This is an optimization exercise on Yosys and OpenROAD, whose aim is small area, a short achievable clock period and few clock cycles, not a production implementation.
The RTL was checked by simulation tests, not by an equivalence proof against the original design.

==> inputs of wip/xenon <==
==> flow/design.v <==
`timescale 1ns / 1ps
module mux_2_1(out, select, in1, in2);
parameter width = 5;
	output [width-1:0] out;
	input select;
	input [width-1:0] in1;
	input [width-1:0] in2;
	assign out = select ? in2:in1;
endmodule
`timescale 1ns / 1ps
module mux_3_1(out, select, in1, in2, in3);
parameter width = 5;
	output reg [width-1:0] out;
	input [1:0] select;
	input [width-1:0] in1;
	input [width-1:0] in2;
	input [width-1:0] in3;
	always@(select or in1 or in2 or in3)
	begin
		if(select == 2'b00)
			out <= in1;
		else if(select == 2'b01)
			out <= in2;
		else if(select == 2'b10)
			out <= in3;
		else
			out <= 1'b0;
	end
endmodule
`timescale 1ns / 1ps
module Ideal_ALU(A, Y, rdata, add, sub, slt, ld, tl, th, R, eq);
	input  [31:0] A, Y, rdata;
	input  add, sub, slt, ld;
	input  [3:0] tl, th;
	output [31:0] R;
	output eq;
	wire [31:0] sum = A + (Y ^ {32{sub}}) + {31'b0, sub};
	wire lt = (A[31] ^ Y[31]) ? A[31] : sum[31];
	wire [31:0] na = ~A, ny = ~Y;
	wire [31:0] lg_lo = ({32{tl[3]}} & A & Y) | ({32{tl[2]}} & A & ny) | ({32{tl[1]}} & na & Y) | ({32{tl[0]}} & na & ny);
	wire [31:0] lg_hi = ({32{th[3]}} & A & Y) | ({32{th[2]}} & A & ny) | ({32{th[1]}} & na & Y) | ({32{th[0]}} & na & ny);
	wire [31:0] lg = {lg_hi[31:16], lg_lo[15:0]};
	assign R = ({32{(add | sub) & ~slt}} & sum) | {31'b0, slt & lt} | ({32{ld}} & rdata) | lg;
	assign eq = (A == Y);
endmodule
module nbit_register_file(clk, we, waddr, wdata, raddr1, rdata1, raddr2, rdata2);
	input clk, we;
	input [4:0] waddr, raddr1, raddr2;
	input [31:0] wdata;
	output [31:0] rdata1, rdata2;
	reg [31:0] register_file [0:31];
	assign rdata1 = register_file[raddr1];
	assign rdata2 = register_file[raddr2];
	always @(posedge clk)
		if (we)
			register_file[waddr] <= wdata;
endmodule
`timescale 1ns / 1ps
module FSM(
	input [31:0] instr,
	output j,         
	output wr,        
	output swi,       
	output br,        
	output bne,       
	output add,       
	output sub,       
	output slt,       
	output ld,        
	output [3:0] tl,  
	output [3:0] th,  
	output yimm,      
	output [31:0] yval,
	output rr1,       
	output rr2        
	);
	wire [5:0] op = instr[31:26];
	wire [15:0] imm = instr[15:0];
	wire [2:0] f = op[2:0];
	assign rr1 = (op[5:3] == 3'b010) | (op[5:3] == 3'b110) | (op[5:3] == 3'b100);
	assign rr2 = (op[5:3] == 3'b010) | (op[5:3] == 3'b110);
	assign j   = (op == 6'b000001);
	assign br  = (op[5:4] == 2'b10);
	assign bne = op[0];
	wire lwi = (op == 6'b111011);
	assign swi = (op == 6'b111100);
	wire li  = (op == 6'b111001);
	wire lui = (op == 6'b111010);
	wire alu = op[4] & ~lwi & ~swi & ~li & ~lui;    
	assign wr = op[4] & ~swi;
	assign ld  = lwi;
	assign add = alu & (f == 3'd2);
	assign sub = alu & ((f == 3'd3) | (f == 3'd7));
	assign slt = alu & (f == 3'd7);
	reg [3:0] t;
	always @(*) begin
		case (f)
			3'd0: t = 4'b1100;     
			3'd1: t = 4'b0011;     
			3'd4: t = 4'b1110;     
			3'd5: t = 4'b1000;     
			3'd6: t = 4'b0110;     
			default: t = 4'b0000;
		endcase
	end
	assign tl = li ? 4'b1010 : lui ? 4'b1100 : alu ? t : 4'b0000;
	assign th = li ? 4'b1100 : lui ? 4'b1010 : alu ? t : 4'b0000;
	wire sx = (f == 3'd2) | (f == 3'd3) | (f == 3'd7);
	assign yimm = (alu & op[5]) | li | lui;
	assign yval = li  ? {16'b0, imm} :
	              lui ? {imm, 16'b0} :
	              {{16{sx & imm[15]}}, imm};
endmodule
`timescale 1ns / 1ps
module CPU(
	input clk,
	input rst,
	output [31:0] PC_OUT,
	input [31:0] instr,
	output [15:0] dmem_addr,
	output [31:0] dmem_wdata,
	output dmem_we,
	input [31:0] dmem_rdata
	);
	reg [31:0] PC;
	assign PC_OUT = PC;
	reg [31:0] A2;        
	reg [31:0] Y2;        
	reg [15:0] imm2;      
	reg [4:0]  dest2;     
	reg        wr2;       
	reg        swi2;      
	reg        br2;       
	reg        bne2;      
	reg        add2;      
	reg        sub2;      
	reg        slt2;      
	reg        ld2;       
	reg [3:0]  tl2;       
	reg [3:0]  th2;       
	wire [4:0] rs = instr[25:21];
	wire [4:0] rt = instr[20:16];
	wire [4:0] rd = instr[15:11];
	wire [15:0] imm = instr[15:0];
	wire d_j, d_wr, d_swi, d_br, d_bne, d_add, d_sub, d_slt, d_ld, d_yimm, d_rr1, d_rr2;
	wire [3:0] d_tl, d_th;
	wire [31:0] d_yval;
	FSM dec (
		.instr(instr),
		.j(d_j), .wr(d_wr), .swi(d_swi), .br(d_br), .bne(d_bne),
		.add(d_add), .sub(d_sub), .slt(d_slt), .ld(d_ld),
		.tl(d_tl), .th(d_th),
		.yimm(d_yimm), .yval(d_yval),
		.rr1(d_rr1), .rr2(d_rr2)
	);
	wire [4:0] selA = d_rr1 ? rt : rs;
	wire [4:0] selB = d_rr2 ? rd : rs;
	wire [31:0] res;
	wire eq;
	Ideal_ALU alu (
		.A(A2), .Y(Y2), .rdata(dmem_rdata),
		.add(add2), .sub(sub2), .slt(slt2), .ld(ld2), .tl(tl2), .th(th2),
		.R(res), .eq(eq)
	);
	wire taken = br2 & (eq ^ bne2);
	wire wen = wr2;
	wire [31:0] rfA, rfB;
	nbit_register_file regFile (
		.clk(clk),
		.we(wen), .waddr(dest2), .wdata(res),
		.raddr1(selA), .rdata1(rfA),
		.raddr2(selB), .rdata2(rfB)
	);
	wire fwdA = wen & (dest2 == selA);
	wire fwdB = wen & (dest2 == selB) & ~d_yimm;
	wire [31:0] A_next = fwdA ? res : rfA;
	wire [31:0] Y_next = fwdB ? res : (d_yimm ? d_yval : rfB);
	wire [31:0] PCp1 = PC + 32'd1;
	wire [31:0] target = PC + {{16{imm2[15]}}, imm2};
	always @(posedge clk) begin
		if (rst)
			PC <= 32'b0;
		else if (taken)
			PC <= target;
		else if (d_j)
			PC <= {PCp1[31:26], instr[25:0]};
		else
			PC <= PCp1;
	end
	wire kill = rst | taken;
	always @(posedge clk) begin
		A2    <= A_next;
		Y2    <= Y_next;
		imm2  <= imm;
		dest2 <= rs;
		bne2  <= d_bne;
		add2  <= d_add;
		sub2  <= d_sub;
		slt2  <= d_slt;
		ld2   <= d_ld;
		tl2   <= d_tl;
		th2   <= d_th;
		wr2   <= d_wr  & ~kill;
		swi2  <= d_swi & ~kill;
		br2   <= d_br  & ~kill;
	end
	assign dmem_addr = imm2;
	assign dmem_wdata = Y2;
	assign dmem_we = swi2;
endmodule
==> flow/run.sh <==
#!/bin/bash
# synth_recipe.tcl (not shown) runs the flow's synth.tcl, then flattens the netlist and writes it again
# the make line also repeats each setting of config.mk as NAME=value (left out here)
make -C /OpenROAD-flow-scripts/flow DESIGN_CONFIG=/design/flow/config.mk WORK_HOME=/design/flow/orfs CLKGATE_MAP_FILE= SYNTH_SCRIPT=/design/flow/synth_recipe.tcl finish
==> flow/config.mk <==
export PLATFORM = sky130hd
export DESIGN_NAME = CPU
export DESIGN_NICKNAME = CPU
export VERILOG_FILES = /design/flow/design.v
export SDC_FILE = /design/flow/constraint.sdc
export NUM_CORES = 4
export LEC_CHECK = 0
export CAP_MARGIN = 20
export CORE_MARGIN = 2
export CORE_UTILIZATION = 45
export PLACE_DENSITY = 0.6
export SLEW_MARGIN = 20
==> flow/constraint.sdc <==
create_clock -name core_clock -period 6.5 [get_ports {clk}]
set_input_delay 1.3000 -clock core_clock [delete_from_list [all_inputs] [get_ports {clk}]]
set_output_delay 1.3000 -clock core_clock [all_outputs]
set_load 0.01 [all_outputs]
==> wip/juniper (differences from wip/xenon) <==
--- a/flow/design.v
+++ b/flow/design.v
@@ -44,15 +44,26 @@
 	assign eq = (A == Y);
 endmodule
-module nbit_register_file(clk, we, waddr, wdata, raddr1, rdata1, raddr2, rdata2);
-	input clk, we;
-	input [4:0] waddr, raddr1, raddr2;
+module nbit_register_file(clk, we, wdata, raddr1, rdata1, raddr2, rdata2);
+	input clk;
+	input [31:0] we;       
+	input [31:0] raddr1, raddr2;    
 	input [31:0] wdata;
-	output [31:0] rdata1, rdata2;
+	output reg [31:0] rdata1, rdata2;
 	reg [31:0] register_file [0:31];
-	assign rdata1 = register_file[raddr1];
-	assign rdata2 = register_file[raddr2];
+	wire [31:0] dec1 = raddr1;
+	wire [31:0] dec2 = raddr2;
+	integer i;
+	always @(*) begin
+		rdata1 = 32'b0;
+		rdata2 = 32'b0;
+		for (i = 0; i < 32; i = i + 1) begin
+			rdata1 = rdata1 | ({32{dec1[i]}} & register_file[i]);
+			rdata2 = rdata2 | ({32{dec2[i]}} & register_file[i]);
+		end
+	end
 	always @(posedge clk)
-		if (we)
-			register_file[waddr] <= wdata;
+		for (i = 0; i < 32; i = i + 1)
+			if (we[i])
+				register_file[i] <= wdata;
 endmodule
 `timescale 1ns / 1ps
@@ -128,9 +139,9 @@
 	reg [31:0] Y2;        
 	reg [15:0] imm2;      
-	reg [4:0]  dest2;     
-	reg        wr2;       
+	reg [31:0] we2;       
 	reg        swi2;      
 	reg        br2;       
 	reg        bne2;      
+	reg        pred2;     
 	reg        add2;      
 	reg        sub2;      
@@ -154,6 +165,9 @@
 		.rr1(d_rr1), .rr2(d_rr2)
 	);
-	wire [4:0] selA = d_rr1 ? rt : rs;
-	wire [4:0] selB = d_rr2 ? rd : rs;
+	wire [31:0] dec_rs = 32'b1 << rs;
+	wire [31:0] dec_rt = 32'b1 << rt;
+	wire [31:0] dec_rd = 32'b1 << rd;
+	wire [31:0] selA = d_rr1 ? dec_rt : dec_rs;
+	wire [31:0] selB = d_rr2 ? dec_rd : dec_rs;
 	wire [31:0] res;
 	wire eq;
@@ -163,19 +177,25 @@
 		.R(res), .eq(eq)
 	);
-	wire taken = br2 & (eq ^ bne2);
-	wire wen = wr2;
+	wire taken = br2 & (eq ^ bne2 ^ pred2);
+	wire kill = rst | taken;
+	wire [31:0] d_we = {32{d_wr & ~kill}} & dec_rs;
 	wire [31:0] rfA, rfB;
 	nbit_register_file regFile (
 		.clk(clk),
-		.we(wen), .waddr(dest2), .wdata(res),
+		.we(we2), .wdata(res),
 		.raddr1(selA), .rdata1(rfA),
 		.raddr2(selB), .rdata2(rfB)
 	);
-	wire fwdA = wen & (dest2 == selA);
-	wire fwdB = wen & (dest2 == selB) & ~d_yimm;
+	wire fwdA = |(we2 & selA);
+	wire fwdB = |(we2 & selB) & ~d_yimm;
 	wire [31:0] A_next = fwdA ? res : rfA;
 	wire [31:0] Y_next = fwdB ? res : (d_yimm ? d_yval : rfB);
 	wire [31:0] PCp1 = PC + 32'd1;
-	wire [31:0] target = PC + {{16{imm2[15]}}, imm2};
+	wire d_pred = d_br & imm[15];
+	wire [32:0] ptarget_c = {PC, 1'b1} + {{16{imm[15]}}, imm, 1'b1};
+	wire [31:0] ptarget = ptarget_c[32:1];
+	wire [31:0] offs = {{16{imm2[15]}}, imm2} ^ {32{pred2}};
+	wire [32:0] target_c = {PC, pred2} + {offs, pred2};
+	wire [31:0] target = target_c[32:1];
 	always @(posedge clk) begin
 		if (rst)
@@ -185,14 +205,15 @@
 		else if (d_j)
 			PC <= {PCp1[31:26], instr[25:0]};
+		else if (d_pred)
+			PC <= ptarget;
 		else
 			PC <= PCp1;
 	end
-	wire kill = rst | taken;
 	always @(posedge clk) begin
 		A2    <= A_next;
 		Y2    <= Y_next;
 		imm2  <= imm;
-		dest2 <= rs;
 		bne2  <= d_bne;
+		pred2 <= d_pred;
 		add2  <= d_add;
 		sub2  <= d_sub;
@@ -201,5 +222,5 @@
 		tl2   <= d_tl;
 		th2   <= d_th;
-		wr2   <= d_wr  & ~kill;
+		we2   <= d_we;
 		swi2  <= d_swi & ~kill;
 		br2   <= d_br  & ~kill;
Settings changed: CAP_MARGIN 20 to 30, SETUP_SLACK_MARGIN set to 3.0, SLEW_MARGIN 20 to 30.
==> wip/onyx (differences from wip/xenon) <==
--- a/flow/design.v
+++ b/flow/design.v
@@ -44,15 +44,26 @@
 	assign eq = (A == Y);
 endmodule
-module nbit_register_file(clk, we, waddr, wdata, raddr1, rdata1, raddr2, rdata2);
-	input clk, we;
-	input [4:0] waddr, raddr1, raddr2;
+module nbit_register_file(clk, we, wdata, raddr1, rdata1, raddr2, rdata2);
+	input clk;
+	input [31:0] we;       
+	input [31:0] raddr1, raddr2;    
 	input [31:0] wdata;
-	output [31:0] rdata1, rdata2;
+	output reg [31:0] rdata1, rdata2;
 	reg [31:0] register_file [0:31];
-	assign rdata1 = register_file[raddr1];
-	assign rdata2 = register_file[raddr2];
+	wire [31:0] dec1 = raddr1;
+	wire [31:0] dec2 = raddr2;
+	integer i;
+	always @(*) begin
+		rdata1 = 32'b0;
+		rdata2 = 32'b0;
+		for (i = 0; i < 32; i = i + 1) begin
+			rdata1 = rdata1 | ({32{dec1[i]}} & register_file[i]);
+			rdata2 = rdata2 | ({32{dec2[i]}} & register_file[i]);
+		end
+	end
 	always @(posedge clk)
-		if (we)
-			register_file[waddr] <= wdata;
+		for (i = 0; i < 32; i = i + 1)
+			if (we[i])
+				register_file[i] <= wdata;
 endmodule
 `timescale 1ns / 1ps
@@ -128,9 +139,9 @@
 	reg [31:0] Y2;        
 	reg [15:0] imm2;      
-	reg [4:0]  dest2;     
-	reg        wr2;       
+	reg [31:0] we2;       
 	reg        swi2;      
 	reg        br2;       
 	reg        bne2;      
+	reg        pred2;     
 	reg        add2;      
 	reg        sub2;      
@@ -154,6 +165,9 @@
 		.rr1(d_rr1), .rr2(d_rr2)
 	);
-	wire [4:0] selA = d_rr1 ? rt : rs;
-	wire [4:0] selB = d_rr2 ? rd : rs;
+	wire [31:0] dec_rs = 32'b1 << rs;
+	wire [31:0] dec_rt = 32'b1 << rt;
+	wire [31:0] dec_rd = 32'b1 << rd;
+	wire [31:0] selA = d_rr1 ? dec_rt : dec_rs;
+	wire [31:0] selB = d_rr2 ? dec_rd : dec_rs;
 	wire [31:0] res;
 	wire eq;
@@ -163,19 +177,25 @@
 		.R(res), .eq(eq)
 	);
-	wire taken = br2 & (eq ^ bne2);
-	wire wen = wr2;
+	wire taken = br2 & (eq ^ bne2 ^ pred2);
+	wire kill = rst | taken;
+	wire [31:0] d_we = {32{d_wr & ~kill}} & dec_rs;
 	wire [31:0] rfA, rfB;
 	nbit_register_file regFile (
 		.clk(clk),
-		.we(wen), .waddr(dest2), .wdata(res),
+		.we(we2), .wdata(res),
 		.raddr1(selA), .rdata1(rfA),
 		.raddr2(selB), .rdata2(rfB)
 	);
-	wire fwdA = wen & (dest2 == selA);
-	wire fwdB = wen & (dest2 == selB) & ~d_yimm;
+	wire fwdA = |(we2 & selA);
+	wire fwdB = |(we2 & selB) & ~d_yimm;
 	wire [31:0] A_next = fwdA ? res : rfA;
 	wire [31:0] Y_next = fwdB ? res : (d_yimm ? d_yval : rfB);
 	wire [31:0] PCp1 = PC + 32'd1;
-	wire [31:0] target = PC + {{16{imm2[15]}}, imm2};
+	wire d_pred = d_br & imm[15];
+	wire [32:0] ptarget_c = {PC, 1'b1} + {{16{imm[15]}}, imm, 1'b1};
+	wire [31:0] ptarget = ptarget_c[32:1];
+	wire [31:0] offs = {{16{imm2[15]}}, imm2} ^ {32{pred2}};
+	wire [32:0] target_c = {PC, pred2} + {offs, pred2};
+	wire [31:0] target = target_c[32:1];
 	always @(posedge clk) begin
 		if (rst)
@@ -185,14 +205,15 @@
 		else if (d_j)
 			PC <= {PCp1[31:26], instr[25:0]};
+		else if (d_pred)
+			PC <= ptarget;
 		else
 			PC <= PCp1;
 	end
-	wire kill = rst | taken;
 	always @(posedge clk) begin
 		A2    <= A_next;
 		Y2    <= Y_next;
 		imm2  <= imm;
-		dest2 <= rs;
 		bne2  <= d_bne;
+		pred2 <= d_pred;
 		add2  <= d_add;
 		sub2  <= d_sub;
@@ -201,5 +222,5 @@
 		tl2   <= d_tl;
 		th2   <= d_th;
-		wr2   <= d_wr  & ~kill;
+		we2   <= d_we;
 		swi2  <= d_swi & ~kill;
 		br2   <= d_br  & ~kill;
Settings changed: SETUP_SLACK_MARGIN set to 3.0.
==> comparison <==
Between wip/xenon and wip/onyx, the lower worst setup slack is in wip/xenon (gap 2.4 ns). The highest first-iteration DRC count belongs to wip/juniper, the lowest to wip/xenon. In wip/onyx the flip-flop and latch count is higher than in wip/xenon, by 54. Cell area: wip/xenon < wip/juniper < wip/onyx. Worst hold slack: wip/xenon > wip/juniper > wip/onyx. wip/xenon passed the timing, DRC and antenna checks. wip/juniper completed with no timing, DRC or antenna violations. wip/onyx completed, yet does not pass: max-capacitance violations, max-slew violations. Synthesized cell count is the same in wip/onyx and wip/juniper. In wip/xenon the die area is larger than in wip/onyx, by about 2%. The lowest fmax belongs to wip/xenon, the highest to wip/juniper. The highest count of clock-buffer cells in the layout belongs to wip/onyx, the lowest to wip/xenon.
Testbench counts of wip/xenon, summed over its fixed seeds: cycles 33,423.
Testbench counts of wip/juniper, summed over its fixed seeds: cycles 32,316.
Testbench counts of wip/onyx, summed over its fixed seeds: cycles 32,316.

what the ideal ports hide:
The results above use ideal ports. As a check the final layouts listed here were re-extracted and re-timed, cells and wires unchanged.
Step 1 (the two cells are an assumption about what drives the block):
set clk [get_ports {clk}]
set_driving_cell -lib_cell sky130_fd_sc_hd__clkbuf_16 $clk
set_driving_cell -lib_cell sky130_fd_sc_hd__buf_2 [delete_from_list [all_inputs] $clk]
Step 2 adds t to the input delays and takes it off the output delays; t is the mean of the earliest and latest rising clock arrival at the registers after step 1. Input paths then give back, and output paths get back, about the clock's delay inside the block.
Slacks: ideal ports / drivers / drivers and shift; pairs: ideal ports / drivers.
run | t (ns) | slack for setup (ns) | worst hold slack (ns) | latest minus earliest clock arrival (ns) | worst data-port slew with drivers (ns)
wip/xenon | 0.833 | 0.255 / 0.255 / 0.255 | 0.637 / 0.637 / 0.637 | 0.040 / 0.040 | 0.09
wip/juniper | 0.824 | 2.807 / 2.821 / 1.997 | 0.485 / 0.485 / 0.485 | 0.059 / 0.059 | 0.10
wip/onyx | 0.807 | 2.688 / 2.724 / 1.917 | 0.471 / 0.471 / 0.471 | 0.046 / 0.046 | 0.10
For wip/juniper, which loses most, drivers alone change the setup slack by +0.014 ns; drivers and shift together by -0.810 ns.
